Background: an optimization exercise with open tools, aiming at small area, a short achievable clock period and few clock cycles per item. Do not read the settings as production practice.
At most, simulation tests tie the RTL to the original design; equivalence was not proved.
The clock port is modelled as an ideal driver; clocking choices that lean on that would not hold on a real chip.

// upsample_accelerator
module upsample_accelerator #(
    parameter integer DATA_WIDTH = 24,
    parameter integer MAX_WIDTH = 1920,
    parameter integer MAX_HEIGHT = 1080
)(
    input wire clk,
    input wire rst_n,
    input wire [DATA_WIDTH-1:0] input_pixel,
    input wire input_valid,
    output wire input_ready,
    input wire input_sof,       
    input wire input_eol,       
    output wire [DATA_WIDTH-1:0] output_pixel,
    output wire output_valid,
    input wire output_ready,
    output wire output_sof,
    output wire output_eol,
    input wire [1:0] scale_factor,     
    input wire [1:0] interp_method,    
    input wire [15:0] input_width,
    input wire [15:0] input_height
);
    reg       bil;
    reg [3:0] kk;         
    reg       ow1;        
    always @(posedge clk) begin
        bil  <= (interp_method == 2'b01);
        ow1  <= (scale_factor == 2'b11) & (input_width == 16'd1);
        kk   <= {scale_factor == 2'b11, scale_factor == 2'b00,
                 scale_factor == 2'b01, scale_factor == 2'b10};
    end
    wire sf3  = kk[3];
    wire stat = ~bil | sf3;                  
    reg [1:0] zc;         
    reg       skip;       
    reg       zr;         
    reg       zs;         
  ...
Size: roughly 94 I/O pins, about 13,000 um2 of cells after synthesis.
==> module upsample_accelerator, before the edit <==
module upsample_accelerator #(
    parameter integer DATA_WIDTH = 24,
    parameter integer MAX_WIDTH = 1920,
    parameter integer MAX_HEIGHT = 1080
)(
    input wire clk,
    input wire rst_n,
    input wire [DATA_WIDTH-1:0] input_pixel,
    input wire input_valid,
    output wire input_ready,
    input wire input_sof,       
    input wire input_eol,       
    output wire [DATA_WIDTH-1:0] output_pixel,
    output wire output_valid,
    input wire output_ready,
    output wire output_sof,
    output wire output_eol,
    input wire [1:0] scale_factor,     
    input wire [1:0] interp_method,    
    input wire [15:0] input_width,
    input wire [15:0] input_height
);
    reg       bil;
    reg [3:0] kk;         
    reg       ow1;        
    always @(posedge clk) begin
        bil  <= (interp_method == 2'b01);
        ow1  <= (scale_factor == 2'b11) & (input_width == 16'd1);
        kk   <= {scale_factor == 2'b11, scale_factor == 2'b00,
                 scale_factor == 2'b01, scale_factor == 2'b10};
    end
    wire sf3  = kk[3];
    wire stat = ~bil | sf3;                  
    reg [1:0] zc;         
    reg       skip;       
    reg       zr;         
    reg       zs;         
    reg       ir;         
    reg [7:0] st;         
    reg       wt;         
    reg       full;       
    reg       ov;         
    reg       pend;       
    reg       have;       
    reg       eolc, sofc;
    reg       ffirst;     
    reg [2:0] cb;         
    reg [23:0] p0, p1, p2, p3;
    reg        efirst;    
    reg [21:0] xr_v0;     
    reg [21:0] yr_d;      
    reg [21:0] u;         
    reg [21:0] d;         
    reg [18:0] base;
    reg [7:0]  hi;
    reg [2:0]  a;         
    reg [15:0] xrem;      
    reg [15:0] yrem;      
    wire zf  = zc[0];
    wire full_n;
    wire ho;              
    wire adv;             
    wire acc = input_valid & ir;
    always @(posedge clk) begin
        if (acc | zf) begin
            p0 <= p1;
            p1 <= p2;
            p2 <= p3;
            p3 <= zf ? 24'd0 : input_pixel;
        end
    end
    wire s4 = st[7];                         
    wire rdone = s4 | (zc == 2'b01);         
    wire [3:0] cb_sum = {1'b0, cb} + kk;
    wire       cb_blk = cb_sum[3];
    wire       f_end  = cb_blk & (yrem == 16'd1);
    always @(posedge clk or negedge rst_n) begin
        if (!rst_n) begin
            cb <= 3'd0;
            ffirst <= 1'b1;
        end else if (rdone) begin
            cb <= cb_sum[2:0];
            ffirst <= f_end;
        end
    end
    always @(posedge clk) begin
        if (zc[1] | (rdone & f_end))
            yrem <= input_height;
        else if (rdone & cb_blk)
            yrem <= yrem - 16'd1;
        if (rdone)
            efirst <= ffirst;
    end
    reg bit_sel;          
    reg dbl;              
    reg zro;              
    reg sub;              
    wire [2:0] eb = stat ? 3'd0 : cb;
    wire go_a = ho;                          
    wire go_b = acc & ~skip;                 
    always @(posedge clk) begin
        bit_sel <= ((go_a | go_b) & eb[2]) | ((st[0] | st[4]) & eb[1]) | ((st[1] | st[5]) & eb[0]);
        dbl     <= st[0] | st[1] | st[4] | st[5];
        zro     <= go_a | go_b;
        sub     <= full_n;
    end
    wire [21:0] e_opa = zro ? 22'd0 : dbl ? {yr_d[20:0], 1'b0} : yr_d;
    wire [21:0] e_opb = sub ? ~xr_v0 : (bit_sel ? p3[21:0] : p1[21:0]);
    wire [22:0] e_sc  = {e_opa, 1'b1} + {e_opb, sub};
    wire [21:0] e_sum = e_sc[22:1];
    always @(posedge clk) begin
        if (st[3]) xr_v0 <= e_sum;
        if (|st) yr_d <= e_sum;
    end
    assign ho  = full & (~have | (ov & eolc));
    assign adv = ov & ~eolc;
    wire [3:0] a_sum  = {1'b0, a} + kk;
    wire       a_blk  = a_sum[3];                
    wire [2:0] a_n    = a_sum[2:0];
    wire [3:0] an_sum = {1'b0, a_n} + kk;
    wire       an_blk = an_sum[3];               
    wire       xl_n   = a_blk ? (xrem == 16'd2) : (xrem == 16'd1);
    wire [21:0] dk    = kk[2] ? {d[19:0], 2'b00} : kk[1] ? {d[20:0], 1'b0} : d;    
    always @(posedge clk) begin
        if (ho) begin
            u    <= {xr_v0[18:0] & {19{~zr}}, 3'b000};
            base <= xr_v0[18:0];
            d    <= e_sum;
            hi   <= (bil | zr) ? 8'd0 : p0[23:16];
            a    <= 3'd0;
            xrem <= input_width;
        end else if (adv) begin
            if (!stat & !zs)
                u <= a_blk ? {base, 3'b000} : (u + dk);
            a <= a_n;
            if (a_blk) xrem <= xrem - 16'd1;
        end
    end
    wire pend_n = (pend | ov) & ~output_ready;
    wire have_n = ho | (have & ~(ov & eolc));
    wire ov_n   = have_n & ~pend_n;
    assign full_n = s4 | (acc & skip) | (full & ~ho);
    wire [1:0] zc_n = {1'b0, zc[1]};
    wire eolc_n = ho ? ow1 : adv ? (an_blk & xl_n) : eolc;
    wire wt_n   = (st[3] | wt) & ~acc;
    wire ir_n   = st[2] | wt_n | (skip & ~acc & ~zc[1]);
    always @(posedge clk or negedge rst_n) begin
        if (!rst_n) begin
            zc <= 2'b11;
            skip <= 1'b1;
            zr <= 1'b0;
            zs <= 1'b0;
            ir <= 1'b0;
            st <= 8'd0;
            wt <= 1'b0;
            full <= 1'b0;
            ov <= 1'b0;
            pend <= 1'b0;
            have <= 1'b0;
            eolc <= 1'b0;
            sofc <= 1'b0;
        end else begin
            zc <= zc_n;
            skip <= skip & ~acc;
            zr <= (acc & skip) | (zr & ~ho);
            zs <= ho ? zr : zs;
            ir <= ir_n;
            st <= {st[6:4], go_b, st[2:0], go_a};
            wt <= wt_n;
            full <= full_n;
            ov <= ov_n;
            pend <= pend_n;
            have <= have_n;
            eolc <= eolc_n;
            sofc <= ho ? efirst : adv ? 1'b0 : sofc;
        end
    end
    assign input_ready  = ir;
    assign output_valid = ov;
    assign output_sof   = sofc;
    assign output_eol   = eolc;
    assign output_pixel = {hi, u[21:6]};
endmodule
export LEC_CHECK = 0
export CAP_MARGIN = 20
export CORE_MARGIN = 2
export CORE_UTILIZATION = 65
export CTS_CLUSTER_DIAMETER = 200
export CTS_CLUSTER_SIZE = 26
export PLACE_DENSITY = 0.72
export SLEW_MARGIN = 20
create_clock -name core_clock -period 13.0 [get_ports {clk}]
standard.sh (not shown) runs the stock make flow with config.mk's settings and CLKGATE_MAP_FILE= SYNTH_SCRIPT=/design/flow/synth_recipe.tcl, a recipe that flattens the netlist after the stock synthesis.
==> flow/flow/run.sh <==
#!/bin/bash
set -euo pipefail
ARGS=("BUFFER_PORTS_ARGS=-buffer_cell sky130_fd_sc_hd__buf_2" SETUP_SLACK_MARGIN=9.5)
bash standard.sh "${ARGS[@]}" cts > standard_cts.log 2>&1
RESULTS=$PWD/orfs/results/$FLOW_PLATFORM/upsample_accelerator/base openroad -no_init -exit flow/clock_tree.tcl > clock_tree.log 2>&1
bash standard.sh "${ARGS[@]}" finish > standard.log 2>&1
Other scripts of this flow, unchanged in this note and not shown: flow/flow/clock_tree.tcl
Testbench counts at the start, summed over its fixed seeds: cycles 15,263, items 14,904.
Then changed:
--- a/flow/design.v
+++ b/flow/design.v
@@ -117,24 +117,23 @@
     wire [3:0] a_sum  = {1'b0, a} + kk;
     wire       a_blk  = a_sum[3];                
     wire [2:0] a_n    = a_sum[2:0];
     wire [3:0] an_sum = {1'b0, a_n} + kk;
     wire       an_blk = an_sum[3];               
     wire       xl_n   = a_blk ? (xrem == 16'd2) : (xrem == 16'd1);
-    wire [21:0] dk    = kk[2] ? {d[19:0], 2'b00} : kk[1] ? {d[20:0], 1'b0} : d;    
     always @(posedge clk) begin
         if (ho) begin
             u    <= {xr_v0[18:0] & {19{~zr}}, 3'b000};
             base <= xr_v0[18:0];
-            d    <= e_sum;
+            d    <= kk[2] ? {e_sum[19:0], 2'b00} : kk[1] ? {e_sum[20:0], 1'b0} : e_sum;
             hi   <= (bil | zr) ? 8'd0 : p0[23:16];
             a    <= 3'd0;
             xrem <= input_width;
         end else if (adv) begin
             if (!stat & !zs)
-                u <= a_blk ? {base, 3'b000} : (u + dk);
+                u <= a_blk ? {base, 3'b000} : (u + d);
             a <= a_n;
             if (a_blk) xrem <= xrem - 16'd1;
         end
     end
     wire pend_n = (pend | ov) & ~output_ready;
     wire have_n = ho | (have & ~(ov & eolc));
Result: Global-route usage grows by 1.1 points. Cell count grows by 2.0%. Wire length grows by 6.0%. Utilization grows by 3.3 points. Clock-buffer cell count grows by 4. Setup slack got worse by 14 ps. Synthesized cell count stays flat. Critical path depth does not change. Design area grows by about 2.3%. Non-clock buffer count grows by 28.
The RTL of the second run of this note was laid out without a check of its function.

---

The RTL this note starts from:
==> flow/design.v <==
module upsample_accelerator #(
    parameter integer DATA_WIDTH = 24,
    parameter integer MAX_WIDTH = 1920,
    parameter integer MAX_HEIGHT = 1080
)(
    input wire clk,
    input wire rst_n,
    input wire [DATA_WIDTH-1:0] input_pixel,
    input wire input_valid,
    output wire input_ready,
    input wire input_sof,       
    input wire input_eol,       
    output wire [DATA_WIDTH-1:0] output_pixel,
    output wire output_valid,
    input wire output_ready,
    output wire output_sof,
    output wire output_eol,
    input wire [1:0] scale_factor,     
    input wire [1:0] interp_method,    
    input wire [15:0] input_width,
    input wire [15:0] input_height
);
    reg       bil;
    reg [3:0] kk;         
    reg       ow1;        
    always @(posedge clk) begin
        bil  <= (interp_method == 2'b01);
        ow1  <= (scale_factor == 2'b11) & (input_width == 16'd1);
        kk   <= {scale_factor == 2'b11, scale_factor == 2'b00,
                 scale_factor == 2'b01, scale_factor == 2'b10};
    end
    wire sf3  = kk[3];
    wire stat = ~bil | sf3;                  
    reg [1:0] zc;         
    reg       skip;       
    reg       zs;         
    reg       ir;         
    reg [7:0] st;         
    reg       wt;         
    reg       full;       
    reg       ov;         
    reg       pend;       
    reg       have;       
    reg       eolc, sofc;
    reg       ffirst;     
    reg [2:0] cb;         
    reg [23:0] p0, p1, p2, p3;
    reg        efirst;    
    reg [21:0] xr_v0;     
    reg [21:0] yr_d;      
    reg [21:0] u;         
    reg [21:0] d;         
    reg [18:0] base;
    reg [7:0]  hi;
    reg [2:0]  a;         
    reg [15:0] xrem;      
    reg [15:0] yrem;      
    wire zf  = zc[0];
    wire full_n;
    wire ho;              
    wire hv;              
    wire hoe = ho | hv;
    wire adv;             
    wire acc = input_valid & ir;
    always @(posedge clk) begin
        if (acc | zf) begin
            p0 <= p1;
            p1 <= p2;
            p2 <= p3;
            p3 <= zf ? 24'd0 : input_pixel;
        end
    end
    wire s4 = st[7];                         
    wire rdone = s4 | (zc == 2'b01);         
    wire [3:0] cb_sum = {1'b0, cb} + kk;
    wire       cb_blk = cb_sum[3];
    wire       f_end  = cb_blk & (yrem == 16'd1);
    always @(posedge clk or negedge rst_n) begin
        if (!rst_n) begin
            cb <= 3'd0;
            ffirst <= 1'b1;
        end else if (rdone) begin
            cb <= cb_sum[2:0];
            ffirst <= f_end;
        end
    end
    always @(posedge clk) begin
        if (zc[1] | (rdone & f_end))
            yrem <= input_height;
        else if (rdone & cb_blk)
            yrem <= yrem - 16'd1;
        if (rdone)
            efirst <= ffirst;
    end
    reg bit_sel;          
    reg dbl;              
    reg zro;              
    reg sub;              
    wire [2:0] eb = stat ? 3'd0 : cb;
    wire go_a = hoe;                         
    wire go_b = acc & ~skip;                 
    always @(posedge clk) begin
        bit_sel <= ((go_a | go_b) & eb[2]) | ((st[0] | st[4]) & eb[1]) | ((st[1] | st[5]) & eb[0]);
        dbl     <= st[0] | st[1] | st[4] | st[5];
        zro     <= go_a | go_b;
        sub     <= full_n;
    end
    wire [21:0] e_opa = zro ? 22'd0 : dbl ? {yr_d[20:0], 1'b0} : yr_d;
    wire [21:0] e_opb = sub ? ~xr_v0 : (bit_sel ? p3[21:0] : p1[21:0]);
    wire [22:0] e_sc  = {e_opa, 1'b1} + {e_opb, sub};
    wire [21:0] e_sum = e_sc[22:1];
    always @(posedge clk) begin
        if (st[3]) xr_v0 <= e_sum;
        if (|st) yr_d <= e_sum;
    end
    assign ho  = full & (~have | (ov & eolc));
    assign hv  = acc & skip;
    assign adv = ov & ~eolc;
    wire [3:0] a_sum  = {1'b0, a} + kk;
    wire       a_blk  = a_sum[3];                
    wire [2:0] a_n    = a_sum[2:0];
    wire [3:0] an_sum = {1'b0, a_n} + kk;
    wire       an_blk = an_sum[3];               
    wire       xl_n   = a_blk ? (xrem == 16'd2) : (xrem == 16'd1);
    wire [21:0] dk    = kk[2] ? {d[19:0], 2'b00} : kk[1] ? {d[20:0], 1'b0} : d;    
    always @(posedge clk) begin
        if (hoe) begin
            u    <= {xr_v0[18:0] & {19{~hv}}, 3'b000};
            base <= xr_v0[18:0];
            d    <= e_sum;
            hi   <= (bil | hv) ? 8'd0 : p0[23:16];
            a    <= 3'd0;
            xrem <= input_width;
        end else if (adv) begin
            if (!stat & !zs)
                u <= a_blk ? {base, 3'b000} : (u + dk);
            a <= a_n;
            if (a_blk) xrem <= xrem - 16'd1;
        end
    end
    wire pend_n = (pend | ov) & ~output_ready;
    wire have_n = hoe | (have & ~(ov & eolc));
    wire ov_n   = have_n & ~pend_n;
    assign full_n = s4 | (full & ~ho);
    wire [1:0] zc_n = {1'b0, zc[1]};
    wire eolc_n = hoe ? ow1 : adv ? (an_blk & xl_n) : eolc;
    wire wt_n   = (st[3] | wt) & ~acc;
    wire ir_n   = st[2] | wt_n | (skip & ~acc & ~zc[1]);
    always @(posedge clk or negedge rst_n) begin
        if (!rst_n) begin
            zc <= 2'b11;
            skip <= 1'b1;
            zs <= 1'b0;
            ir <= 1'b0;
            st <= 8'd0;
            wt <= 1'b0;
            full <= 1'b0;
            ov <= 1'b0;
            pend <= 1'b0;
            have <= 1'b0;
            eolc <= 1'b0;
            sofc <= 1'b0;
        end else begin
            zc <= zc_n;
            skip <= skip & ~acc;
            zs <= hoe ? hv : zs;
            ir <= ir_n;
            st <= {st[6:4], go_b, st[2:0], go_a};
            wt <= wt_n;
            full <= full_n;
            ov <= ov_n;
            pend <= pend_n;
            have <= have_n;
            eolc <= eolc_n;
            sofc <= hoe ? efirst : adv ? 1'b0 : sofc;
        end
    end
    assign input_ready  = ir;
    assign output_valid = ov;
    assign output_sof   = sofc;
    assign output_eol   = eolc;
    assign output_pixel = {hi, u[21:6]};
endmodule
export LEC_CHECK = 0
export CAP_MARGIN = 20
export CORE_MARGIN = 2
export CORE_UTILIZATION = 65
export CTS_CLUSTER_DIAMETER = 200
export CTS_CLUSTER_SIZE = 26
export PLACE_DENSITY = 0.72
export SLEW_MARGIN = 20
create_clock -name core_clock -period 13.0 [get_ports {clk}]
Scripts as last shown in full above: flow/flow/run.sh
Other scripts of this flow, unchanged in this note and not shown: flow/flow/clock_tree.tcl
The first run produced a clean layout.
Rerun with:
--- a/flow/design.v
+++ b/flow/design.v
@@ -19,23 +19,22 @@
     input wire [1:0] interp_method,    
     input wire [15:0] input_width,
     input wire [15:0] input_height
 );
     reg       bil;
     reg [3:0] kk;         
-    reg       ow1;        
     always @(posedge clk) begin
         bil  <= (interp_method == 2'b01);
-        ow1  <= (scale_factor == 2'b11) & (input_width == 16'd1);
         kk   <= {scale_factor == 2'b11, scale_factor == 2'b00,
                  scale_factor == 2'b01, scale_factor == 2'b10};
     end
     wire sf3  = kk[3];
     wire stat = ~bil | sf3;                  
     reg [1:0] zc;         
     reg       skip;       
+    reg       zr;         
     reg       zs;         
     reg       ir;         
     reg [7:0] st;         
     reg       wt;         
     reg       full;       
     reg       ov;         
@@ -55,14 +54,12 @@
     reg [2:0]  a;         
     reg [15:0] xrem;      
     reg [15:0] yrem;      
     wire zf  = zc[0];
     wire full_n;
     wire ho;              
-    wire hv;              
-    wire hoe = ho | hv;
     wire adv;             
     wire acc = input_valid & ir;
     always @(posedge clk) begin
         if (acc | zf) begin
             p0 <= p1;
             p1 <= p2;
@@ -94,13 +91,13 @@
     end
     reg bit_sel;          
     reg dbl;              
     reg zro;              
     reg sub;              
     wire [2:0] eb = stat ? 3'd0 : cb;
-    wire go_a = hoe;                         
+    wire go_a = ho;                          
     wire go_b = acc & ~skip;                 
     always @(posedge clk) begin
         bit_sel <= ((go_a | go_b) & eb[2]) | ((st[0] | st[4]) & eb[1]) | ((st[1] | st[5]) & eb[0]);
         dbl     <= st[0] | st[1] | st[4] | st[5];
         zro     <= go_a | go_b;
         sub     <= full_n;
@@ -111,48 +108,47 @@
     wire [21:0] e_sum = e_sc[22:1];
     always @(posedge clk) begin
         if (st[3]) xr_v0 <= e_sum;
         if (|st) yr_d <= e_sum;
     end
     assign ho  = full & (~have | (ov & eolc));
-    assign hv  = acc & skip;
     assign adv = ov & ~eolc;
     wire [3:0] a_sum  = {1'b0, a} + kk;
     wire       a_blk  = a_sum[3];                
     wire [2:0] a_n    = a_sum[2:0];
     wire [3:0] an_sum = {1'b0, a_n} + kk;
     wire       an_blk = an_sum[3];               
     wire       xl_n   = a_blk ? (xrem == 16'd2) : (xrem == 16'd1);
-    wire [21:0] dk    = kk[2] ? {d[19:0], 2'b00} : kk[1] ? {d[20:0], 1'b0} : d;    
     always @(posedge clk) begin
-        if (hoe) begin
-            u    <= {xr_v0[18:0] & {19{~hv}}, 3'b000};
+        if (ho) begin
+            u    <= {xr_v0[18:0] & {19{~zr}}, 3'b000};
             base <= xr_v0[18:0];
-            d    <= e_sum;
-            hi   <= (bil | hv) ? 8'd0 : p0[23:16];
+            d    <= kk[2] ? {e_sum[19:0], 2'b00} : kk[1] ? {e_sum[20:0], 1'b0} : e_sum;
+            hi   <= (bil | zr) ? 8'd0 : p0[23:16];
             a    <= 3'd0;
             xrem <= input_width;
         end else if (adv) begin
             if (!stat & !zs)
-                u <= a_blk ? {base, 3'b000} : (u + dk);
+                u <= a_blk ? {base, 3'b000} : (u + d);
             a <= a_n;
             if (a_blk) xrem <= xrem - 16'd1;
         end
     end
     wire pend_n = (pend | ov) & ~output_ready;
-    wire have_n = hoe | (have & ~(ov & eolc));
+    wire have_n = ho | (have & ~(ov & eolc));
     wire ov_n   = have_n & ~pend_n;
-    assign full_n = s4 | (full & ~ho);
+    assign full_n = s4 | (acc & skip) | (full & ~ho);
     wire [1:0] zc_n = {1'b0, zc[1]};
-    wire eolc_n = hoe ? ow1 : adv ? (an_blk & xl_n) : eolc;
+    wire eolc_n = ho ? (sf3 & (input_width == 16'd1)) : adv ? (an_blk & xl_n) : eolc;
     wire wt_n   = (st[3] | wt) & ~acc;
     wire ir_n   = st[2] | wt_n | (skip & ~acc & ~zc[1]);
     always @(posedge clk or negedge rst_n) begin
         if (!rst_n) begin
             zc <= 2'b11;
             skip <= 1'b1;
+            zr <= 1'b0;
             zs <= 1'b0;
             ir <= 1'b0;
             st <= 8'd0;
             wt <= 1'b0;
             full <= 1'b0;
             ov <= 1'b0;
@@ -160,22 +156,23 @@
             have <= 1'b0;
             eolc <= 1'b0;
             sofc <= 1'b0;
         end else begin
             zc <= zc_n;
             skip <= skip & ~acc;
-            zs <= hoe ? hv : zs;
+            zr <= (acc & skip) | (zr & ~ho);
+            zs <= ho ? zr : zs;
             ir <= ir_n;
             st <= {st[6:4], go_b, st[2:0], go_a};
             wt <= wt_n;
             full <= full_n;
             ov <= ov_n;
             pend <= pend_n;
             have <= have_n;
             eolc <= eolc_n;
-            sofc <= hoe ? efirst : adv ? 1'b0 : sofc;
+            sofc <= ho ? efirst : adv ? 1'b0 : sofc;
         end
     end
     assign input_ready  = ir;
     assign output_valid = ov;
     assign output_sof   = sofc;
     assign output_eol   = eolc;
Result:
- global-route usage decreases by 0.46 points
- register-to-register slack is worse by 0.06 ns
- routed wire length decreases by a little under a tenth
- cell area decreases by a few percent
- setup slack is better by 0.15 ns
- die area decreases slightly
- synthesized area decreases slightly
- count of clock-buffer cells in the layout increases by 1
- hold slack is better by 0.020 ns
- via count decreases by a few percent
- core utilization decreases by 2.8 points
Testbench counts after the change, summed over its fixed seeds: cycles 15,263, items 14,904.
Function not checked in the first run of this note: the RTL went through the layout flow alone.

what the ideal ports hide:
In the flow no input, the clock included, has a driving cell. The finished layouts below were timed again as built, in two steps.
Step 1 sets driving cells, clkbuf_16 on the clock port and buf_2 on the other inputs (assumed; they add their load-dependent delay and slew).
Step 2 adds t to the input delays and takes it off the output delays; t is the mean of the earliest and latest rising clock arrival at the registers after step 1. Input paths then give back, and output paths get back, about the clock's delay inside the block.
Slacks: ideal / step 1 / step 2; pairs: ideal / step 1.
run	t (ns)	setup slack, ns	worst hold slack (ns)	pins driven straight from the clock port
the first run of note 1	0.384	9.492 / 9.423 / 9.349	0.386 / 0.386 / 0.386	3
the second run of note 1	0.385	9.478 / 9.407 / 9.337	0.397 / 0.397 / 0.397	3
the first run of note 2	0.390	9.248 / 9.277 / 8.888	0.373 / 0.373 / 0.373	3
the second run of note 2	0.389	9.403 / 9.402 / 9.049	0.393 / 0.393 / 0.393	3
After both steps every run listed still meets setup and hold. For the first run of note 2, which loses most, drivers alone change the setup slack by +0.029 ns; drivers and shift together by -0.360 ns.
